What follows belongs to an exercise in optimizing a design on an open flow for small area; a production flow would make more cautious choices. Function was checked by simulation only, so behaviour that the tests miss may differ from the original. Power figures rest on the tool's default switching activity, not on a simulated workload.

==> nickel: inputs <==
// sensors_handler
module sensors_handler(
	input wire clk,
	input wire reset,
	input wire pin_RX,
	output wire LED_TX,
	output wire pin_TX,
	output wire LED_RX
);
reg [7:0] temp;
wire ready_tx;
wire ready_rx;
wire [7:0] data_received;
localparam WAIT 	= 2'b00; 		 
localparam RX 		= 2'b01;		 
localparam VLD_TX	= 2'b10;		 
localparam TX 		= 2'b11;		 
reg [1:0] states;
assign LED_TX = ready_tx;
assign LED_RX = ready_rx;
UARTTransmitter UTX(clk, reset, states == TX, temp, pin_TX, ready_tx);
UARTReceiver URx(clk, reset, pin_RX, data_received, ready_rx);
always @(posedge clk) begin
	if (states == RX && ready_rx)
		temp <= data_received;
end
always @(posedge clk or negedge reset) begin
	if (!reset)
		states <= WAIT;
	else begin
		case (states)
		WAIT:   if (!ready_rx) states <= RX;
		RX:     if (ready_rx) states <= VLD_TX;
		VLD_TX: if (ready_tx) states <= TX;
		TX:     states <= WAIT;
		endcase
	end
end
endmodule
==> module UARTTransmitter, before the edit <==
module UARTTransmitter(
	input wire clk,
	input wire reset_n,			 
	input wire start,			 
	input wire [7:0] data,		 
	output reg tx,				 
	output wire ready			 
);
localparam [11:0] BIT_FIRST = 12'h018;
localparam [11:0] LAST_MASK = 12'hb37;	 
localparam [11:0] BIT_LAST  = 12'hb3b;
reg [11:0] cnt;
wire bit_end = ((cnt & LAST_MASK) == (BIT_LAST & LAST_MASK));
localparam [3:0] IDLE = 4'd10;
reg [3:0] phase;
assign ready = phase[3] & phase[1];
always @(posedge clk) begin
	if (ready | bit_end)
		cnt <= BIT_FIRST;
	else
		cnt <= {cnt[10:0], ~(cnt[11] ^ cnt[10])};
end
always @(posedge clk or negedge reset_n) begin
	if (!reset_n) begin
		phase <= IDLE;
		tx <= 1'b1;
	end
	else if (start) begin
		phase <= 4'd0;
		tx <= 1'b0;				 
	end
	else if (bit_end) begin
		if (!ready)
			phase <= phase + 4'd1;
		tx <= phase[3] | data[phase[2:0]];
	end
end
endmodule
==> module UARTReceiver, before the edit <==
module UARTReceiver (
	input wire clk,
	input wire reset_n,			 
	input wire rx,
	output reg [7:0] data_out,	 
	output wire ready			 
);
localparam [11:0] BIT_FIRST  = 12'h018;
localparam [11:0] HALF_FIRST = 12'h589;
localparam [11:0] LAST_MASK  = 12'hb37;
localparam [11:0] BIT_LAST   = 12'hb3b;
localparam [3:0] STOP   = 4'd8;
localparam [3:0] IDLE_F = 4'd9;
localparam [3:0] IDLE_R = 4'd11;
localparam [3:0] HALF   = 4'd15;
reg [3:0] phase;
wire idle = (phase == IDLE_F) | (phase == IDLE_R);
assign ready = (phase == IDLE_R);
reg [11:0] cnt;
wire bit_end = ((cnt & LAST_MASK) == (BIT_LAST & LAST_MASK));
always @(posedge clk) begin
	if (idle)
		cnt <= HALF_FIRST;
	else if (bit_end)
		cnt <= BIT_FIRST;
	else
		cnt <= {cnt[10:0], ~(cnt[11] ^ cnt[10])};
end
always @(posedge clk) begin
	if (bit_end & ~phase[3])
		data_out <= {rx, data_out[7:1]};
end
always @(posedge clk or negedge reset_n) begin
	if (!reset_n)
		phase <= IDLE_R;
	else if (idle)
		phase <= rx ? IDLE_R : HALF;
	else if (bit_end) begin
		if (phase == STOP) begin
			if (rx)
				phase <= IDLE_F;
		end
		else
			phase <= phase + 4'd1;
	end
end
endmodule
==> module sensors_handler, before the edit <==
module sensors_handler(
	input wire clk,
	input wire reset,
	input wire pin_RX,
	output wire LED_TX,
	output wire pin_TX,
	output wire LED_RX
);
reg [7:0] temp;
wire ready_tx;
wire ready_rx;
wire [7:0] data_received;
localparam WAIT 	= 2'b00; 		 
localparam RX 		= 2'b01;		 
localparam VLD_TX	= 2'b10;		 
localparam TX 		= 2'b11;		 
reg [1:0] states;
assign LED_TX = ready_tx;
assign LED_RX = ready_rx;
UARTTransmitter UTX(clk, reset, states == TX, temp, pin_TX, ready_tx);
UARTReceiver URx(clk, reset, pin_RX, data_received, ready_rx);
always @(posedge clk) begin
	if (states == RX && ready_rx)
		temp <= data_received;
end
always @(posedge clk or negedge reset) begin
	if (!reset)
		states <= WAIT;
	else begin
		case (states)
		WAIT:   if (!ready_rx) states <= RX;
		RX:     if (ready_rx) states <= VLD_TX;
		VLD_TX: if (ready_tx) states <= TX;
		TX:     states <= WAIT;
		endcase
	end
end
endmodule
clock: 10.0 ns
lec_check: 0
cap_margin: 20
core_margin: 2
core_utilization: 40
slew_margin: 20
run.sh (not shown) runs the stock make flow with config.mk's settings and CLKGATE_MAP_FILE= SYNTH_SCRIPT=/design/flow/synth_recipe.tcl, a recipe that flattens the netlist after the stock synthesis.
==> inputs of violet, as changes to nickel <==
- CTS_BUF_LIST: unset -> sky130_fd_sc_hd__clkbuf_8
- CTS_CLUSTER_DIAMETER: unset -> 300
- CTS_CLUSTER_SIZE: unset -> 60
==> inputs of garnet, as changes to nickel <==
==> flow/design.v (replaced) <==
module UARTTransmitter(
	input wire clk,
	input wire reset_n,			 
	input wire go,				 
	input wire [7:0] data,		 
	output reg tx,				 
	output wire ready,			 
	output wire pre				 
);
localparam [11:0] BIT_FIRST = 12'h54d;
localparam [11:0] LAST_MASK = 12'hb37;
localparam [11:0] BIT_LAST  = 12'he6e;
reg [11:0] cnt;
wire bit_end = ((cnt & LAST_MASK) == (BIT_LAST & LAST_MASK));
reg [3:0] p;
assign ready = (p[0] & ~p[1] & ~p[2] & p[3]) | (~p[0] & ~p[2] & ~p[3]);
assign pre = (~p[0] & p[1] & ~p[2]);
wire idle = (p[0] & ~p[1] & ~p[2] & p[3]);
wire fb = (p[2] & p[3]) | (p[0] & ~p[2] & ~p[3]) | (~p[0] & p[3]);
wire one = (p[0] & ~p[1] & ~p[2] & p[3]) | (~p[0] & p[1] & ~p[3]) | (~p[0] & ~p[1] & p[2] & p[3]);	 
reg m;
always @(*) begin
	case ({p[3], p[2], p[1]})
		3'd0: m = data[2];
		3'd4: m = data[1];
		3'd2: m = data[0];
		3'd6: m = data[6];
		3'd1: m = data[3];
		3'd5: m = data[7];
		3'd3: m = data[4];
		3'd7: m = data[5];
	endcase
end
always @(posedge clk) begin
	if (ready | bit_end)
		cnt <= BIT_FIRST;
	else
		cnt <= {~cnt[10:0], ~(cnt[11] ^ cnt[10])};
end
always @(posedge clk or negedge reset_n) begin
	if (!reset_n) begin
		p <= 4'b1001;
		tx <= 1'b1;
	end
	else begin
		if ((ready | bit_end) & (~idle | go))
			p <= {p[2:0], fb};
		if (pre)
			tx <= 1'b0;				 
		else if (bit_end)
			tx <= one | m;
	end
end
endmodule
module UARTReceiver (
	input wire clk,
	input wire reset_n,			 
	input wire rx,
	output reg [7:0] data_out,	 
	output wire ready			 
);
localparam [11:0] BIT_FIRST  = 12'h54d;
localparam [11:0] HALF_FIRST = 12'h0dc;
localparam [11:0] LAST_MASK  = 12'hb37;
localparam [11:0] BIT_LAST   = 12'he6e;
reg [3:0] p;
wire idle = (~p[0] & ~p[1] & ~p[2]);
wire stop = (~p[0] & ~p[1] & p[2]);
assign ready = (~p[0] & ~p[1] & ~p[3]);
wire fb = (~p[0] & ~p[2] & ~rx) | (~p[0] & p[1] & ~p[3]) | (p[1] & ~p[2] & p[3]) | (p[0] & ~p[1] & ~p[3]);
reg [11:0] cnt;
wire bit_end = ((cnt & LAST_MASK) == (BIT_LAST & LAST_MASK));
always @(posedge clk) begin
	if (idle)
		cnt <= HALF_FIRST;
	else if (bit_end)
		cnt <= BIT_FIRST;
	else
		cnt <= {~cnt[10:0], ~(cnt[11] ^ cnt[10])};
end
always @(posedge clk) begin
	if (bit_end & ~stop)
		data_out <= {rx, data_out[7:1]};
end
always @(posedge clk or negedge reset_n) begin
	if (!reset_n)
		p <= 4'b0000;
	else if (idle | (bit_end & (rx | ~stop)))
		p <= {p[2:0], fb};
end
endmodule
module sensors_handler(
	input wire clk,
	input wire reset,
	input wire pin_RX,
	output wire LED_TX,
	output wire pin_TX,
	output wire LED_RX
);
reg [7:0] temp;
wire ready_tx;
wire pre_tx;
wire ready_rx;
wire [7:0] data_received;
localparam WAIT 	= 2'b00;
localparam RX 		= 2'b01;
localparam VLD_TX	= 2'b10;
reg [1:0] states;
assign LED_TX = ready_tx;
assign LED_RX = ready_rx;
UARTTransmitter UTX(clk, reset, states[1], temp, pin_TX, ready_tx, pre_tx);
UARTReceiver URx(clk, reset, pin_RX, data_received, ready_rx);
always @(posedge clk) begin
	if (states[0] & ready_rx)
		temp <= data_received;
end
always @(posedge clk or negedge reset) begin
	if (!reset)
		states <= WAIT;
	else begin
		states[0] <= ~(states[1] | ready_rx);
		states[1] <= (states[0] & ready_rx) | (states[1] & ~pre_tx);
	end
end
endmodule
==> flow/flow/run.sh (new file) <==
#!/bin/bash
# The standard layout (standard.sh) with two changes passed to ORFS through its
# own variables:
# - clock tree: no dummy load cells, one buffer type
# - port buffers: the smallest buffer (the resizer may still upsize them)
set -euo pipefail
export CTS_ARGS="-sink_clustering_enable -repair_clock_nets -dont_use_dummy_load -buf_list sky130_fd_sc_hd__clkbuf_8"
export BUFFER_PORTS_ARGS="-buffer_cell sky130_fd_sc_hd__buf_1"
bash standard.sh finish > standard.log 2>&1
==> flow/standard.sh (new file) <==
#!/bin/bash
# synth_recipe.tcl (not shown) runs the flow's synth.tcl, then flattens the netlist and writes it again
# the make line also repeats each setting of config.mk as NAME=value (left out here)
make -C /OpenROAD-flow-scripts/flow DESIGN_CONFIG=/design/flow/config.mk WORK_HOME=/design/flow/orfs CLKGATE_MAP_FILE= SYNTH_SCRIPT=/design/flow/synth_recipe.tcl "${@:-finish}"
removed: flow/run.sh
==> notes.md <==
quantity	nickel	garnet	violet
Post-Place Cell Area	0.00204 mm²	0.00185 mm²	0.00204 mm²
Routed via count divided by cell count	5.23	5.27	5.23
Length of routed met2 wiring	1.39 mm	1.21 mm	1.39 mm
Met3 global-route usage	3.57%	5.70%	3.57%
Footprint of the flip-flops and latches	0.00124 mm²	0.00124 mm²	0.00124 mm²
Fraction of cell area in non-clock buffers	2.34%	0.976%	2.34%
Overall Power	339 µW	317 µW	339 µW
Drt total wl	2.95 mm	2.76 mm	2.95 mm
Final Non-Filler Cells	211	207	211
Number of nets in the finished design	167	160	167
Final core occ	45.5%	44.2%	45.5%
Largest net degree at the start of global routing	19	15	19
Detail Placement HPWL	2.10 mm	1.95 mm	2.10 mm
Complex-gate fraction of the synthesized area	6.14%	9.45%	6.14%
Clk pwr share	36.7%	32.5%	36.7%
Destination of the critical timing path	LED_RX	LED_TX	LED_RX
Status	timing/DRC/antenna clean	timing/DRC/antenna clean	timing/DRC/antenna clean
Multiplexer fraction of the synthesized cell area	4.14%	2.78%	4.14%
Post-synthesis xor/xnor area fraction	2.26%	0.973%	2.26%
Routed length on met3	92 µm	140 µm	92 µm
Proportion of total power due to net switching	21.7%	18.6%	21.7%
Part of the cycle the worst path needs	39.4%	35.4%	39.4%

## separate check: timing with driven ports
The results above use ideal ports. As a check the final layouts listed here were re-extracted and re-timed, cells and wires unchanged.
Step 1 (the two cells are an assumption about what drives the block):
set clk [get_ports {clk}]
set_driving_cell -lib_cell sky130_fd_sc_hd__clkbuf_16 $clk
set_driving_cell -lib_cell sky130_fd_sc_hd__buf_2 [delete_from_list [all_inputs] $clk]
Step 2 moves the port delays by t, midway between the first and last clock arrival at a register: inputs arrive t later, outputs are due t later. That takes back most of the time a late clock gives input paths.
a / b / c = ideal / step 1 / step 2; a / b = the first two.
run | t (ns) | slack for setup (ns) | hold slack, ns | clock arrival spread, ns | slew at the worst register clock pin (ns)
nickel | 0.325 | 6.060 / 6.034 / 6.359 | 0.425 / 0.425 / 0.425 | 0.008 / 0.008 | 0.10 / 0.10
violet | 0.325 | 6.060 / 6.034 / 6.359 | 0.425 / 0.425 / 0.425 | 0.008 / 0.008 | 0.10 / 0.10
garnet | 0.314 | 6.456 / 6.430 / 6.743 | 0.379 / 0.379 / 0.379 | 0.017 / 0.017 | 0.09 / 0.09
After both steps setup and hold are still met in every run listed.
